Context: an optimization exercise on an open-source flow, tuned for small area. The choices shown serve that exercise and are no tape-out recipe.
Function was checked by simulation only, so behaviour that the tests miss may differ from the original.
No activity file was given, so power comes from the tool's default toggle rates.

== oak ==
// myclint
module myclint #(
    parameter ADDR_W  = 32,
    parameter DATA_W  = 32,
    parameter N_CORES = 8
) (
    input                 clk,  
    input                 rt_clk,  
    input                 reset,  
    input                 valid,  
    input  [ADDR_W-1:0]   address,  
    input  [DATA_W-1:0]   wdata,  
    input  [DATA_W/8-1:0] wstrb,  
    output [DATA_W-1:0]   rdata,  
    output                ready,  
    output [N_CORES-1:0]  mtip,  
    output [N_CORES-1:0]  msip   
);
Settings: LEC_CHECK=0, CAP_MARGIN=20, CORE_MARGIN=2, CORE_UTILIZATION=40, SLEW_MARGIN=20; clock period 6.0 ns.
standard.sh (not shown) runs the stock make flow with config.mk's settings and CLKGATE_MAP_FILE= SYNTH_SCRIPT=/design/flow/synth_recipe.tcl, a recipe that flattens the netlist after the stock synthesis.
==> flow/flow/run.sh <==
#!/bin/bash
# Own layout flow: the standard ORFS flow (standard.sh) with
#  - synthesis using an area-oriented abc script (flow/synth.tcl, flow/area.abc),
#  - the smallest buffer on the ports,
#  - a clock tree of small clock buffers without dummy loads.
# Each step's full log stays in orfs/logs/ (ORFS writes one per step); make's
# own output goes to flow_make.log in the work folder.
set -euo pipefail
W=$(pwd)
export OWN_FLOW_DIR=$W/flow
CTS="-sink_clustering_enable -repair_clock_nets -dont_use_dummy_load"
CTS="$CTS -buf_list {sky130_fd_sc_hd__clkbuf_8} -root_buf sky130_fd_sc_hd__clkbuf_16"
CTS="$CTS -sink_clustering_size 16 -sink_clustering_max_diameter 100"
bash standard.sh \
  SYNTH_SCRIPT=$W/flow/synth.tcl \
  "BUFFER_PORTS_ARGS=-buffer_cell sky130_fd_sc_hd__buf_1" \
  "CTS_ARGS=$CTS" \
  finish > $W/flow_make.log 2>&1
==> flow/flow/area.abc <==
&get -n
&st
&syn2
&dch
&nf -R 1000
&put
==> flow/flow/synth.tcl <==
# The standard flow's synthesis script (synth_recipe.tcl), with the abc step given an
# area-oriented script; everything else, the flip-flop mapping included, is as
# in the standard synthesis.
proc synth {args} { yosys synth -nofsm -noshare {*}$args }
proc abc {args} {
  set i [lsearch -exact $args -script]
  if {$i >= 0} { lset args [expr {$i + 1}] $::env(OWN_FLOW_DIR)/area.abc }
  yosys abc {*}$args
}
source $::env(SCRIPTS_DIR)/synth.tcl
# left out here: clear keep_hierarchy, flatten, clean up, hide names made inside functions, write 1_2_yosys.v
## Diff of input files: pine against oak
==> flow/flow/area.abc <==
&get -n
&st
&dc2
&syn2
&dch
&nf -R 1000 -p
&st
&dch
&nf -R 1000 -p
&put
## What came out
- pine finished every stage; the final checks, however, were not passed, the failures being negative setup slack.
- Amount of wire on met3 after detailed routing (pine vs. oak) increases by more than a quarter
- The power dissipated in sequential cells number comes out higher for oak vs pine.
- Re total of clock buffers placed in the layout: no difference whatsoever between pine and oak.
- oak ended up with met2 as its layer carrying the most global-route usage; pine ended up with met1.
- Power: pine draws less than oak
- In the flow results for pine and oak, the largest net degree at the start of global routing is larger on pine.
- When pine is measured against oak, its number of unique standard cell types used by synthesis turns out about 36% higher.
- pine ended with less synthesized instance count than oak.
- Sort pine and oak by shortest period the worst path allows desc -> top: pine
- Of the two candidates, oak has the better number of design-rule violations left by the first detailed-router iteration and pine the worse one.
#### Input delta (birch over pine)
- changing SLEW_MARGIN from 20 to 5
- changing CAP_MARGIN from 20 to 5
==> flow/flow/area.abc <==
&get -n
&st
&syn2
&dch
&nf -R 1000
&put
Notes after the runs:
The flow did not stop early for birch: all stages ran, and the layout cleared the timing, DRC and antenna checks.
Summary of birch over pine: die outline width closely matched the old numbers; cell count higher; initial antenna violation count moved down; longest individual stage delay on the worst path has decreased; pin count of the biggest net entering global routing down 34%.
Vias: birch below pine
Delta (birch minus pine): worst slew margin relative to its limit went down; count of cell types in the netlist went down.
Summary — area added between synthesis and finish, birch relative to pine: higher, by 0.70 points.
Placement-stage worst setup slack was lower in pine than in birch.
Looking only at met1 track demand over resource in global routing, and setting everything else aside, the lower value of birch and pine goes to birch.
For maple, these inputs were changed with respect to birch:
- swapping 5 for 20 in CAP_MARGIN
- putting SETUP_SLACK_MARGIN at 0.2 where nothing was set
- swapping 5 for 20 in SLEW_MARGIN
diff --git a/flow/flow/run.sh b/flow/flow/run.sh
--- a/flow/flow/run.sh
+++ b/flow/flow/run.sh
@@ -11,5 +11,5 @@
 CTS="-sink_clustering_enable -repair_clock_nets -dont_use_dummy_load"
 CTS="$CTS -buf_list {sky130_fd_sc_hd__clkbuf_8} -root_buf sky130_fd_sc_hd__clkbuf_16"
-CTS="$CTS -sink_clustering_size 16 -sink_clustering_max_diameter 100"
+CTS="$CTS -sink_clustering_size 14 -sink_clustering_max_diameter 100"
 bash standard.sh \
   SYNTH_SCRIPT=$W/flow/synth.tcl \
==> flow/flow/area.abc <==
&get -n
&st
&dc2
&syn2
&dch
&nf -R 1000 -p
&st
&dch
&nf -R 1000 -p
&put
## What came out
Delta(register-to-register slack, maple - birch) > 0. Clock skew: maple vs birch up 0.017 ns. Xor and xnor area share after synthesis: lower on maple. Distinct cell type count after synthesis of maple exceeds that of birch by more than a quarter. On switching power of the nets, birch loses to maple.

========
v6:
Starting RTL as in the previous note.
clock: 6.0 ns
lec_check: 0
cap_margin: 20
core_margin: 2
core_utilization: 40
gpl_timing_driven: 0
slew_margin: 20
==> flow/flow/run.sh <==
#!/bin/bash
# Own layout flow: the standard ORFS flow (standard.sh) with
#  - synthesis using an area-oriented abc script (flow/synth.tcl, flow/area.abc),
#  - the smallest buffer on the ports,
#  - a clock tree of small clock buffers without dummy loads.
# Each step's full log stays in orfs/logs/ (ORFS writes one per step); make's
# own output goes to flow_make.log in the work folder.
set -euo pipefail
W=$(pwd)
export OWN_FLOW_DIR=$W/flow
CTS="-sink_clustering_enable -repair_clock_nets -dont_use_dummy_load"
CTS="$CTS -buf_list {sky130_fd_sc_hd__clkbuf_8} -root_buf sky130_fd_sc_hd__clkbuf_16"
CTS="$CTS -sink_clustering_size 16 -sink_clustering_max_diameter 100"
bash standard.sh \
  SYNTH_SCRIPT=$W/flow/synth.tcl \
  "BUFFER_PORTS_ARGS=-buffer_cell sky130_fd_sc_hd__buf_1" \
  "CTS_ARGS=$CTS" \
  finish > $W/flow_make.log 2>&1
==> flow/flow/area.abc <==
&get -n
&st
&syn2
&dch
&nf -R 1000
&put
Scripts as last shown in full above: flow/flow/synth.tcl
Here is what was changed in the inputs of v7 compared with v6.
Settings: an added SETUP_SLACK_MARGIN of 0.2; a deleted GPL_TIMING_DRIVEN that had been 0.
==> flow/flow/area.abc <==
&get -n
&st
&dc2
&syn2
&dch
&nf -R 1000 -p
&st
&dch
&nf -R 1000 -p
&put
Results
Comparing v7 against v6, there is no change at all in count of clock-buffer cells in the layout.
A library cell contributing the largest single delay on the critical path of sky130_fd_sc_hd__dfxtp_2 is what v6 shows, while sky130_fd_sc_hd__o32ai_1 belongs to v7.
In v7, final critical delay including setup and external delays is lower than in v6.
There was hardly any difference in area used by sequential logic in the layout between v7 and v6.
Every stage of the flow completed for v7, and the final layout passed the timing, DRC and antenna checks.
v7 against v6: total design power dropped 0.00091 W; placed standard-cell area now smaller.
Of v6 and v7, the lower worst reg-to-reg setup slack belongs to v6.
Delta (v7 minus v6): synthesis-to-finish area growth fell by 2.6 points, total detailed-routing wirelength rose by about 10%, distinct cell type count after synthesis rose by 14.

## static timing again, ports no longer ideal
No port has a modelled driver above. Below, the same layouts with a new extraction and two added sets of constraints.
Step 1: set_driving_cell puts a clkbuf_16 on clk and a buf_2 on each other input, an assumption about the parent block.
Step 2 adds t to the input delays and takes it off the output delays; t is the mean of the earliest and latest rising clock arrival at the registers after step 1. Input paths then give back, and output paths get back, about the clock's delay inside the block.
Three values: ideal, step 1, step 2; two values: the first two.
run | t (ns) | slack for setup (ns) | worst data-port slew with drivers (ns) | cell pins on the clock port's net
oak | 0.649 | 0.153 / 0.089 / 0.473 | 0.12 | 1
pine | 0.648 | -0.047 / -0.114 / 0.534 | 0.23 | 1
birch | 0.655 | 0.209 / 0.145 / 0.405 | 0.13 | 1
maple | 0.642 | 0.245 / 0.189 / 0.703 | 0.24 | 1
v6 | 0.642 | 0.064 / -0.001 / 0.176 | 0.10 | 1
v7 | 0.647 | 0.203 / 0.137 / 0.728 | 0.24 | 1
